From an optimization exercise on the open Yosys and OpenROAD flow, aimed at small area; shortcuts taken in it are not production practice.
Function was checked by simulation only, so behaviour that the tests miss may differ from the original.
No activity file was given, so power comes from the tool's default toggle rates.

== exp/willow ==
Design tiny_cache_vlog, start of the top module:
module tiny_cache_vlog (
   input        clk,
   input  [7:0] cpu_address,
   input        cpu_rd,
   input        cpu_wr,
   input        reset,
   output       cpuwait,
   output [7:0] memory_address,
   output       memory_rd,
   output       memory_wr,
   input  [7:0] cpu_data_in,
   output [7:0] cpu_data_out,
   input  [7:0] memory_data_in,
   output [7:0] memory_data_out
);
reg st_write, st_miss, st_reset;
reg [7:0]  data_q [0:15];
reg [3:0]  tag_q  [0:15];
reg [15:0] valid;
wire [3:0] idx = cpu_address[3:0];
wire [15:0] sel;
assign memory_address  = cpu_address;
assign memory_data_out = cpu_data_in;
assign memory_rd       = st_miss;
assign memory_wr       = st_write;
wire st_hit = ~(st_write | st_miss | st_reset);
wire fill   = ~reset & (st_write | st_miss);
wire clear  = ~reset & st_reset;
wire [7:0] fill_data = st_miss ? memory_data_in : cpu_data_in;
reg [7:0] rd_data;
reg [3:0] rd_tag;
reg       rd_valid;
integer k;
always @(*) begin
   rd_data  = 8'd0;
   rd_tag   = 4'd0;
   rd_valid = 1'b0;
   for (k = 0; k < 16; k = k + 1) begin
      rd_data  = rd_data  | ({8{sel[k]}} & data_q[k]);
      rd_tag   = rd_tag   | ({4{sel[k]}} & tag_q[k]);
      rd_valid = rd_valid | (sel[k] & valid[k]);
   end
end
assign cpu_data_out = rd_data;
assign cpuwait = cpu_rd & (~rd_valid | (rd_tag != cpu_address[7:4]));
always @(posedge clk) begin
   st_reset <= reset;
   st_miss  <= ~reset & st_hit & cpuwait;
   st_write <= ~reset & st_hit & ~cpuwait & cpu_wr;
end
genvar i;
generate
   for (i = 0; i < 16; i = i + 1) begin : g_line
      assign sel[i] = (idx == i);
      always @(posedge clk) begin
         if (fill & sel[i]) begin
            data_q[i] <= fill_data;
            tag_q[i]  <= cpu_address[7:4];
         end
         valid[i] <= ~clear & (valid[i] | (fill & sel[i]));
      end
   end
endgenerate
endmodule
==> flow/config.mk <==
export PLATFORM = sky130hd
export DESIGN_NAME = tiny_cache_vlog
export DESIGN_NICKNAME = tiny_cache_vlog
export VERILOG_FILES = /design/flow/design.v
export SDC_FILE = /design/flow/constraint.sdc
export NUM_CORES = 4
export LEC_CHECK = 0
export CAP_MARGIN = 20
export CORE_MARGIN = 2
export CORE_UTILIZATION = 80
export PLACE_DENSITY = 0.88
export SLEW_MARGIN = 20
==> flow/constraint.sdc <==
create_clock -name core_clock -period 6.0 [get_ports {clk}]
set_input_delay 1.2000 -clock core_clock [delete_from_list [all_inputs] [get_ports {clk}]]
set_output_delay 1.2000 -clock core_clock [all_outputs]
set_load 0.01 [all_outputs]
standard.sh (not shown) runs the stock make flow with config.mk's settings and CLKGATE_MAP_FILE= SYNTH_SCRIPT=/design/flow/synth_recipe.tcl, a recipe that flattens the netlist after the stock synthesis.
==> flow/flow/run.sh <==
#!/bin/bash
# Own layout flow: the standard flow (standard.sh) with
#  - an area-oriented ABC script for the combinational logic,
#  - buf_1 cells as the port buffers,
#  - clock tree synthesis without dummy loads, with clkbuf_8 buffers only.
# Each tool's full output stays in orfs/logs; make's own output goes to
# flow_make.log in the work folder.
set -euo pipefail
W=$(pwd)
export OWN_WORK=$W
export OWN_ABC_SCRIPT=$W/flow/abc_area.script
bash standard.sh \
  SYNTH_SCRIPT=$W/flow/synth.tcl \
  "BUFFER_PORTS_ARGS=-buffer_cell sky130_fd_sc_hd__buf_1" \
  "CTS_ARGS=-repair_clock_nets -dont_use_dummy_load -buf_list {sky130_fd_sc_hd__clkbuf_8}" \
  finish > $W/flow_make.log 2>&1
==> flow/flow/abc_area.script <==
&get -n
&st
&dch
&nf -R 1000
&put
==> flow/flow/synth.tcl <==
# The standard synthesis (synth_recipe.tcl in the work folder), with one
# change: the combinational mapping uses an area-recovering ABC script.
# Registers are mapped before this step, so their names and cells are the
# standard synthesis's.
proc abc {args} {
  set i [lsearch -exact $args -script]
  if {$i >= 0} { lset args [expr {$i + 1}] $::env(OWN_ABC_SCRIPT) }
  yosys abc {*}$args
}
source $::env(OWN_WORK)/synth_recipe.tcl
Relative to exp/willow, the following input files were edited for exp/xenon:
Settings: CORE_UTILIZATION now 65, was 80; PLACE_DENSITY now 0.75, was 0.88; CAP_MARGIN now 0, was 20; SLEW_MARGIN now 0, was 20.
==> flow/flow/run.sh <==
#!/bin/bash
# Own layout flow: the standard flow (standard.sh) with
#  - an area-oriented ABC script for the combinational logic,
#  - buf_1 cells as the port buffers,
#  - gate resizing not limited to same-footprint cells,
#  - clock tree synthesis without dummy loads, with clkbuf_4 buffers and clusters of at most 12 sinks.
# Each tool's full output stays in orfs/logs; make's own output goes to
# flow_make.log in the work folder.
set -euo pipefail
W=$(pwd)
export OWN_WORK=$W
export OWN_ABC_SCRIPT=$W/flow/abc_area.script
bash standard.sh \
  SYNTH_SCRIPT=$W/flow/synth.tcl \
  MATCH_CELL_FOOTPRINT=0 \
  "BUFFER_PORTS_ARGS=-buffer_cell sky130_fd_sc_hd__buf_1" \
  "CTS_ARGS=-sink_clustering_enable -repair_clock_nets -dont_use_dummy_load -sink_clustering_size 12 -sink_clustering_max_diameter 50 -sink_clustering_buffer sky130_fd_sc_hd__clkbuf_4 -buf_list {sky130_fd_sc_hd__clkbuf_4}" \
  finish > $W/flow_make.log 2>&1
Findings:
exp/xenon: sequential share of layout area 0.69 points above exp/willow. Post-route clock period utilization in exp/xenon vs exp/willow: up 0.15 points. The area of the multi-input gates reported for exp/xenon is smaller than that of exp/willow by about 1%. Going from exp/willow to exp/xenon, all-layer global routing usage shrinks by 11 points. Minimum clock period after layout was lower in the run labelled exp/willow. Length of routed met2 wiring, exp/xenon and exp/willow: smaller value in exp/xenon. On wire length after detailed routing, the lower figure sits with exp/xenon, not exp/willow. Compared with exp/willow, in exp/xenon power share of the sequential group higher, final-layout non-clock buffer area share roughly the same, final total power lower.
The inputs of exp/delta differ from those of exp/xenon as listed below.
==> flow/flow/run.sh <==
#!/bin/bash
# Own layout flow: the standard flow (standard.sh) with
#  - an area-oriented ABC script for the combinational logic,
#  - buf_1 cells as the port buffers,
#  - gate resizing not limited to same-footprint cells,
#  - clock tree synthesis without dummy loads, with clkbuf_8 buffers only.
# Each tool's full output stays in orfs/logs; make's own output goes to
# flow_make.log in the work folder.
set -euo pipefail
W=$(pwd)
export OWN_WORK=$W
export OWN_ABC_SCRIPT=$W/flow/abc_area.script
bash standard.sh \
  SYNTH_SCRIPT=$W/flow/synth.tcl \
  MATCH_CELL_FOOTPRINT=0 \
  "BUFFER_PORTS_ARGS=-buffer_cell sky130_fd_sc_hd__buf_1" \
  "CTS_ARGS=-repair_clock_nets -dont_use_dummy_load -buf_list {sky130_fd_sc_hd__clkbuf_8}" \
  finish > $W/flow_make.log 2>&1
Results
Comparing exp/delta and exp/xenon, fraction of standard cell area in multi-input logic is higher on exp/xenon. Compared to exp/xenon, exp/delta has final standard cell utilization of the core 0.64 points higher. Wire length across exp/delta and exp/xenon: no real change. The higher share of layout cells above drive strength 1 came out of exp/xenon. Comparing exp/delta and exp/xenon, the lower synthesis-to-finish area growth was measured on exp/xenon. NOTE post-layout instance area exp/xenon->exp/delta increased slightly. exp/xenon → exp/delta: vias per cell neither gained nor lost much, met2 layer usage reported by global route picked up an extra 0.36 points, final critical delay including setup and external delays lost 0.021 ns. exp/delta vs exp/xenon, clock skew went down by 0.011 ns. exp/xenon has a higher total number of vias than exp/delta.

---

tiny_cache_vlog again, from the RTL that the note above started with.
Settings: LEC_CHECK=0, CAP_MARGIN=20, CORE_MARGIN=2, CORE_UTILIZATION=40, GPL_TIMING_DRIVEN=0, PLACE_DENSITY=0.6, SLEW_MARGIN=20; clock period 6.0 ns.
==> flow/flow/run.sh <==
#!/bin/bash
# Own layout flow: the standard flow (standard.sh) with
#  - an area-oriented ABC script for the combinational logic,
#  - buf_1 cells as the port buffers,
#  - clock tree synthesis without dummy loads, with clkbuf_8 buffers only.
# Each tool's full output stays in orfs/logs; make's own output goes to
# flow_make.log in the work folder.
set -euo pipefail
W=$(pwd)
export OWN_WORK=$W
export OWN_ABC_SCRIPT=$W/flow/abc_area.script
bash standard.sh \
  SYNTH_SCRIPT=$W/flow/synth.tcl \
  "BUFFER_PORTS_ARGS=-buffer_cell sky130_fd_sc_hd__buf_1" \
  "CTS_ARGS=-repair_clock_nets -dont_use_dummy_load -buf_list {sky130_fd_sc_hd__clkbuf_8}" \
  finish > $W/flow_make.log 2>&1
Scripts as last shown in full above: flow/flow/abc_area.script, flow/flow/synth.tcl
Rerun with:
--- a/flow/config.mk
+++ b/flow/config.mk
@@ -8 +8 @@
-export CAP_MARGIN = 20
+export CAP_MARGIN = 0
@@ -10,4 +10,3 @@
-export CORE_UTILIZATION = 40
-export GPL_TIMING_DRIVEN = 0
-export PLACE_DENSITY = 0.6
-export SLEW_MARGIN = 20
+export CORE_UTILIZATION = 65
+export PLACE_DENSITY = 0.75
+export SLEW_MARGIN = 0
Global-route usage is higher by 8.3 points.
Area after synthesis is unchanged.
Non-clock buffer count is lower by 16.
Design area is lower by 4.1%.
Routed wire length is lower by 6.7%.
Cell count is lower by 17%.
Register-to-register slack improves by 0.10 ns.
Rerun with:
--- a/flow/flow/run.sh
+++ b/flow/flow/run.sh
@@ -4,0 +5,2 @@
+#  - gate resizing not limited to same-footprint cells,
+#  - placement that is not timing-driven, with synthesis buffers removed first,
@@ -13,0 +16,2 @@
+  MATCH_CELL_FOOTPRINT=0 \
+  PRE_GLOBAL_PLACE_TCL=$W/flow/pre_gpl.tcl \
==> flow/flow/pre_gpl.tcl (new file) <==
# Before global placement: take out the buffers synthesis put on the
# port-to-port feedthroughs (timing-driven placement, which would do this,
# is off); buffer_ports then buffers every port as usual.
remove_buffers
--- a/flow/config.mk
+++ b/flow/config.mk
@@ -10,0 +11 @@
+export GPL_TIMING_DRIVEN = 0
Outcome: The changed run produced a clean layout; worst hold slack loses 0.0089 ns; combinational power went down by about 3%; synthesized cell count is unchanged; via count went down by 0.68%.
Rerun with:
==> flow/run.sh (new file) <==
#!/bin/bash
# synth_recipe.tcl (not shown) runs the flow's synth.tcl, then flattens the netlist and writes it again
# the make line also repeats each setting of config.mk as NAME=value (left out here)
make -C /OpenROAD-flow-scripts/flow DESIGN_CONFIG=/design/flow/config.mk WORK_HOME=/design/flow/orfs CLKGATE_MAP_FILE= SYNTH_SCRIPT=/design/flow/synth_recipe.tcl finish
--- a/flow/config.mk
+++ b/flow/config.mk
@@ -8 +8,2 @@
-export CAP_MARGIN = 0
+export ABC_AREA = 1
+export CAP_MARGIN = 20
@@ -10,4 +11,3 @@
-export CORE_UTILIZATION = 65
-export GPL_TIMING_DRIVEN = 0
-export PLACE_DENSITY = 0.75
-export SLEW_MARGIN = 0
+export CORE_UTILIZATION = 40
+export PLACE_DENSITY = 0.6
+export SLEW_MARGIN = 20
removed: flow/flow/run.sh
removed: flow/flow/abc_area.script
removed: flow/flow/pre_gpl.tcl
removed: flow/flow/synth.tcl
removed: flow/standard.sh
The new run produced a clean layout.
Power grows by 33%.
Hold slack is better by 0.0051 ns.
Sequential power hardly moves.
Rerun with:
==> flow/flow/run.sh (new file) <==
#!/bin/bash
# Own layout flow: the standard flow (standard.sh) with
#  - an area-oriented ABC script for the combinational logic,
#  - buf_1 cells as the port buffers,
#  - clock tree synthesis without dummy loads and with small clock buffers.
# Each tool's full output stays in orfs/logs; make's own output goes to
# flow_make.log in the work folder.
set -euo pipefail
W=$(pwd)
export OWN_WORK=$W
export OWN_ABC_SCRIPT=$W/flow/abc_area.script
bash standard.sh \
  SYNTH_SCRIPT=$W/flow/synth.tcl \
  "BUFFER_PORTS_ARGS=-buffer_cell sky130_fd_sc_hd__buf_1" \
  "CTS_ARGS=-sink_clustering_enable -repair_clock_nets -dont_use_dummy_load -buf_list {sky130_fd_sc_hd__clkbuf_2 sky130_fd_sc_hd__clkbuf_4 sky130_fd_sc_hd__clkbuf_8}" \
  finish > $W/flow_make.log 2>&1
==> flow/flow/abc_area.script (new file) <==
&get -n
&st
&dch
&nf -R 1000
&put
==> flow/flow/synth.tcl (new file) <==
# The standard synthesis (synth_recipe.tcl in the work folder), with one
# change: the combinational mapping uses an area-recovering ABC script.
# Registers are mapped before this step, so their names and cells are the
# standard synthesis's.
proc abc {args} {
  set i [lsearch -exact $args -script]
  if {$i >= 0} { lset args [expr {$i + 1}] $::env(OWN_ABC_SCRIPT) }
  yosys abc {*}$args
}
source $::env(OWN_WORK)/synth_recipe.tcl
==> flow/standard.sh (new file) <==
#!/bin/bash
# synth_recipe.tcl (not shown) runs the flow's synth.tcl, then flattens the netlist and writes it again
# the make line also repeats each setting of config.mk as NAME=value (left out here)
make -C /OpenROAD-flow-scripts/flow DESIGN_CONFIG=/design/flow/config.mk WORK_HOME=/design/flow/orfs CLKGATE_MAP_FILE= SYNTH_SCRIPT=/design/flow/synth_recipe.tcl "${@:-finish}"
--- a/flow/config.mk
+++ b/flow/config.mk
@@ -8 +7,0 @@
-export ABC_AREA = 1
removed: flow/run.sh
The changed run completed without violations.
Final area falls by 9.8%.
Wire length falls by 18%.
Final cell count falls by 22%.
Critical path depth falls by 2.
Sequential share of layout area rises by 6.7 points.

[port drivers added, routing unchanged]
The flow's constraints put no driver on any port. The routed layouts listed below were extracted and timed again, unchanged, in two steps.
Step 1 sets driving cells, clkbuf_16 on the clock port and buf_2 on the other inputs (assumed; they add their load-dependent delay and slew).
Step 2 adds t to the input delays and takes it off the output delays; t is the mean of the earliest and latest rising clock arrival at the registers after step 1. Input paths then give back, and output paths get back, about the clock's delay inside the block.
a / b / c = ideal ports / drivers / drivers and shift; a / b = the first two.
| run | t (ns) | setup slack, ns | latest minus earliest clock arrival (ns) | slew at the worst register clock pin (ns) |
|---|---|---|---|---|
| exp/willow | 0.478 | 0.347 / 0.324 / 0.324 | 0.049 / 0.049 | 0.11 / 0.11 |
| exp/xenon | 0.623 | 0.338 / 0.314 / 0.314 | 0.032 / 0.032 | 0.12 / 0.12 |
| exp/delta | 0.492 | 0.359 / 0.336 / 0.336 | 0.033 / 0.033 | 0.09 / 0.09 |
| the first run of note 2 | 0.481 | 0.223 / 0.202 / 0.202 | 0.020 / 0.020 | 0.09 / 0.09 |
| the second run of note 2 | 0.492 | 0.359 / 0.336 / 0.336 | 0.033 / 0.033 | 0.09 / 0.09 |
| the third run of note 2 | 0.491 | 0.289 / 0.252 / 0.252 | 0.020 / 0.020 | 0.09 / 0.09 |
| the fourth run of note 2 | 0.545 | 0.607 / 0.584 / 0.584 | 0.013 / 0.014 | 0.06 / 0.06 |
| the fifth run of note 2 | 0.535 | 0.521 / 0.499 / 0.499 | 0.046 / 0.046 | 0.06 / 0.06 |
After both steps setup and hold are still met in every run listed. The setup slack of the third run of note 2, which loses most, moves by -0.037 ns with the drivers and by -0.037 ns with both steps.
